Context: an optimization exercise on an open-source flow, tuned for small area. The choices shown serve that exercise and are no tape-out recipe.
In this exercise RTL edits were held to simulation tests only and were not proved equivalent to the original.

Setup of v24:
// mag_dig_top
module mag_dig_top #(
  parameter ADC_BITS=10,
  parameter W=24,
  parameter FRAC=12,
  parameter LOG2_OSR_MAX=8
)(
  input                 clk,
  input                 rst_n,
  input  [ADC_BITS-1:0] adc_code,
  input                 adc_valid,
  input  [1:0]          mux_sel,
  input  sclk,
  input  cs_n,
  input  mosi,
  output miso,
  input  [31:0]         version_id
);
==> flow/config.mk <==
export PLATFORM = sky130hd
export DESIGN_NAME = mag_dig_top
export DESIGN_NICKNAME = mag_dig_top
export VERILOG_FILES = /design/flow/design.v
export SDC_FILE = /design/flow/constraint.sdc
export NUM_CORES = 8
export LEC_CHECK = 0
export ABC_AREA = 1
export CAP_MARGIN = 20
export CORE_MARGIN = 2
export CORE_UTILIZATION = 45
export CTS_CLUSTER_DIAMETER = 84
export CTS_CLUSTER_SIZE = 28
export GPL_TIMING_DRIVEN = 1
export PLACE_DENSITY = 0.6
export SLEW_MARGIN = 20
==> flow/constraint.sdc <==
create_clock -name core_clock -period 55.0 [get_ports {clk}]
set_input_delay 11.0000 -clock core_clock [delete_from_list [all_inputs] [get_ports {clk}]]
set_output_delay 11.0000 -clock core_clock [all_outputs]
set_load 0.01 [all_outputs]
standard.sh (not shown) runs the stock make flow with config.mk's settings and CLKGATE_MAP_FILE= SYNTH_SCRIPT=/design/flow/synth_recipe.tcl, a recipe that flattens the netlist after the stock synthesis.
==> flow/flow/run.sh <==
#!/bin/bash
# Own layout flow: the standard ORFS flow (standard.sh) with these changes to how
# the layout is made (synthesis is the standard one, run first and unchanged):
#  - the port buffers are sky130_fd_sc_hd__buf_1 (every port still gets a buffer);
#  - clock tree synthesis adds no dummy loads (the H-tree is still balanced by its
#    clustering; no register's clock is delayed on purpose);
#  - after synthesis, the resizer may only use the small buffers buf_1 / buf_2 when it
#    repairs slew and capacitance.
set -euo pipefail
bash standard.sh synth > flow_synth.log 2>&1
export BUFFER_PORTS_ARGS="-buffer_cell sky130_fd_sc_hd__buf_1"
export CTS_ARGS="-sink_clustering_enable -repair_clock_nets -sink_clustering_size 28 -sink_clustering_max_diameter 84 -dont_use_dummy_load"
export DONT_USE_CELLS="sky130_fd_sc_hd__buf_4 sky130_fd_sc_hd__buf_6 sky130_fd_sc_hd__buf_8 sky130_fd_sc_hd__buf_12 sky130_fd_sc_hd__buf_16 sky130_fd_sc_hd__bufbuf_8 sky130_fd_sc_hd__bufbuf_16"
bash standard.sh finish > flow_standard.log 2>&1
Setup changes, v24 to v9
Settings: CORE_UTILIZATION changed from 45 to 40; PLACE_DENSITY changed from 0.6 to 0.55.
==> flow/flow/run.sh <==
#!/bin/bash
# Own layout flow: the standard ORFS flow (standard.sh, standard synthesis) with two
# changes to how the layout is made:
#  - the port buffers are sky130_fd_sc_hd__buf_1 (every port still gets a buffer);
#  - clock tree synthesis adds no dummy loads (the H-tree is still balanced by its
#    clustering; no register's clock is delayed on purpose).
set -euo pipefail
export BUFFER_PORTS_ARGS="-buffer_cell sky130_fd_sc_hd__buf_1"
export CTS_ARGS="-sink_clustering_enable -repair_clock_nets -sink_clustering_size 28 -sink_clustering_max_diameter 84 -dont_use_dummy_load"
bash standard.sh finish > flow_standard.log 2>&1
Results
Looking at v9 and v24, the fraction of area in non-clock buffers is a wash.
Fraction of the cycle the final worst path needs was lower in v9 than in v24.
Summary: with v24 as the reference, maximum frequency in v9 moved up by a few percent.
Compared with v24, number of cell rows in v9 increased by a few percent.
v9: no failed stages, no open violations at the end
Cmp v9 and v24 / relative area change from synthesis to final layout / lower: v24
Reported for v9 and v24, setup violation total in the final timing report turned out identical to the last digit.
Tightest hold margin essentially unchanged between v24 and v9.
Looking at register share of the cell area, v9 sits 0.34 points below v24.
Relative to v24, first-pass GRT wire length has gone up in v9.
v24 leaves less setup margin than v9.
Area: v9 vs v24 -> v9 larger
> inputs changed (v9 -> v12)
Settings: CORE_UTILIZATION changed from 40 to 45; PLACE_DENSITY changed from 0.55 to 0.6.
--- a/flow/flow/run.sh
+++ b/flow/flow/run.sh
@@ -7,4 +7,4 @@
 set -euo pipefail
 export BUFFER_PORTS_ARGS="-buffer_cell sky130_fd_sc_hd__buf_1"
-export CTS_ARGS="-sink_clustering_enable -repair_clock_nets -sink_clustering_size 28 -sink_clustering_max_diameter 84 -dont_use_dummy_load"
+export CTS_ARGS="-sink_clustering_enable -repair_clock_nets -sink_clustering_size 31 -sink_clustering_max_diameter 84 -dont_use_dummy_load"
 bash standard.sh finish > flow_standard.log 2>&1
[summary]
Summary of v12 over v9: number of standard cells after synthesis stayed essentially flat; count of non-filler cells in the finished layout fell by about 3.3%.
On arrival time at the worst endpoint: v12 sits above v9.
| worst setup slack for register-to-register paths | higher: v9 |
## Diff of input files: v23 against v12
==> flow/flow/run.sh <==
#!/bin/bash
# Own layout flow: the standard ORFS flow (standard.sh) with these changes to how
# the layout is made (synthesis is the standard one, run first and unchanged):
#  - the port buffers are sky130_fd_sc_hd__buf_1 (every port still gets a buffer);
#  - clock tree synthesis adds no dummy loads (the H-tree is still balanced by its
#    clustering; no register's clock is delayed on purpose);
#  - after synthesis, the resizer may only use the small buffers buf_1 / buf_2 when it
#    repairs slew and capacitance (the platform's own don't-use list is kept).
set -euo pipefail
bash standard.sh synth > flow_synth.log 2>&1
export BUFFER_PORTS_ARGS="-buffer_cell sky130_fd_sc_hd__buf_1"
export CTS_ARGS="-sink_clustering_enable -repair_clock_nets -sink_clustering_size 31 -sink_clustering_max_diameter 84 -dont_use_dummy_load"
DU="sky130_fd_sc_hd__probe_p_8 sky130_fd_sc_hd__probec_p_8 sky130_fd_sc_hd__lpflow_bleeder_1 sky130_fd_sc_hd__lpflow_clkbufkapwr_1 sky130_fd_sc_hd__lpflow_clkbufkapwr_16 sky130_fd_sc_hd__lpflow_clkbufkapwr_2 sky130_fd_sc_hd__lpflow_clkbufkapwr_4 sky130_fd_sc_hd__lpflow_clkbufkapwr_8 sky130_fd_sc_hd__lpflow_clkinvkapwr_1 sky130_fd_sc_hd__lpflow_clkinvkapwr_16 sky130_fd_sc_hd__lpflow_clkinvkapwr_2 sky130_fd_sc_hd__lpflow_clkinvkapwr_4 sky130_fd_sc_hd__lpflow_clkinvkapwr_8 sky130_fd_sc_hd__lpflow_decapkapwr_12 sky130_fd_sc_hd__lpflow_decapkapwr_3 sky130_fd_sc_hd__lpflow_decapkapwr_4 sky130_fd_sc_hd__lpflow_decapkapwr_6 sky130_fd_sc_hd__lpflow_decapkapwr_8 sky130_fd_sc_hd__lpflow_inputiso0n_1 sky130_fd_sc_hd__lpflow_inputiso0p_1 sky130_fd_sc_hd__lpflow_inputiso1n_1 sky130_fd_sc_hd__lpflow_inputiso1p_1 sky130_fd_sc_hd__lpflow_inputisolatch_1 sky130_fd_sc_hd__lpflow_isobufsrc_1 sky130_fd_sc_hd__lpflow_isobufsrc_16 sky130_fd_sc_hd__lpflow_isobufsrc_2 sky130_fd_sc_hd__lpflow_isobufsrc_4 sky130_fd_sc_hd__lpflow_isobufsrc_8 sky130_fd_sc_hd__lpflow_isobufsrckapwr_16 sky130_fd_sc_hd__lpflow_lsbuf_lh_hl_isowell_tap_1 sky130_fd_sc_hd__lpflow_lsbuf_lh_hl_isowell_tap_2 sky130_fd_sc_hd__lpflow_lsbuf_lh_hl_isowell_tap_4 sky130_fd_sc_hd__lpflow_lsbuf_lh_isowell_4 sky130_fd_sc_hd__lpflow_lsbuf_lh_isowell_tap_1 sky130_fd_sc_hd__lpflow_lsbuf_lh_isowell_tap_2 sky130_fd_sc_hd__lpflow_lsbuf_lh_isowell_tap_4  sky130_fd_sc_hd__buf_4 sky130_fd_sc_hd__buf_6 sky130_fd_sc_hd__buf_8 sky130_fd_sc_hd__buf_12 sky130_fd_sc_hd__buf_16 sky130_fd_sc_hd__bufbuf_8 sky130_fd_sc_hd__bufbuf_16"
bash standard.sh finish "DONT_USE_CELLS=$DU" > flow_standard.log 2>&1
Results
- Worst setup slack: v23 > v12
- In the metrics for v12 and v23, the one carrying the lower sequential share of layout area is v12.
- Design area: v23 vs v12 down 370 µm²
- Diff v12 -> v23 | delay contributed by the slowest stage of the critical path | decrease of 50 ps
- v23 vs. v12: fraction of the cycle the final worst path needs fell 0.50 points.
- The more densely filled core belongs to v12, not v23.
- Total of clock buffers placed in the layout for v23 is lower than for v12.

-- re-timing with driven ports --
Ports are ideal in the flow. The routed layouts listed here were re-timed in OpenROAD.
Step 1 (the two cells are an assumption about what drives the block):
set clk [get_ports {clk}]
set_driving_cell -lib_cell sky130_fd_sc_hd__clkbuf_16 $clk
set_driving_cell -lib_cell sky130_fd_sc_hd__buf_2 [delete_from_list [all_inputs] $clk]
Step 2 adds t to the input delays and takes it off the output delays; t is the mean of the earliest and latest rising clock arrival at the registers after step 1. Input paths then give back, and output paths get back, about the clock's delay inside the block.
a / b / c = ideal / step 1 / step 2; a / b = the first two.
run | t (ns) | setup WS [ns] | clock arrival spread, ns | worst data-port slew with drivers (ns) | pins driven straight from the clock port
v24 | 0.811 | 28.821 / 28.821 / 28.821 | 0.109 / 0.109 | 0.07 | 1
v9 | 0.777 | 30.212 / 30.212 / 30.212 | 0.126 / 0.126 | 0.04 | 1
v12 | 0.797 | 28.831 / 28.831 / 28.831 | 0.097 / 0.097 | 0.07 | 1
v23 | 0.799 | 29.107 / 29.107 / 29.107 | 0.121 / 0.121 | 0.07 | 1
After both steps setup and hold are still met in every run listed.
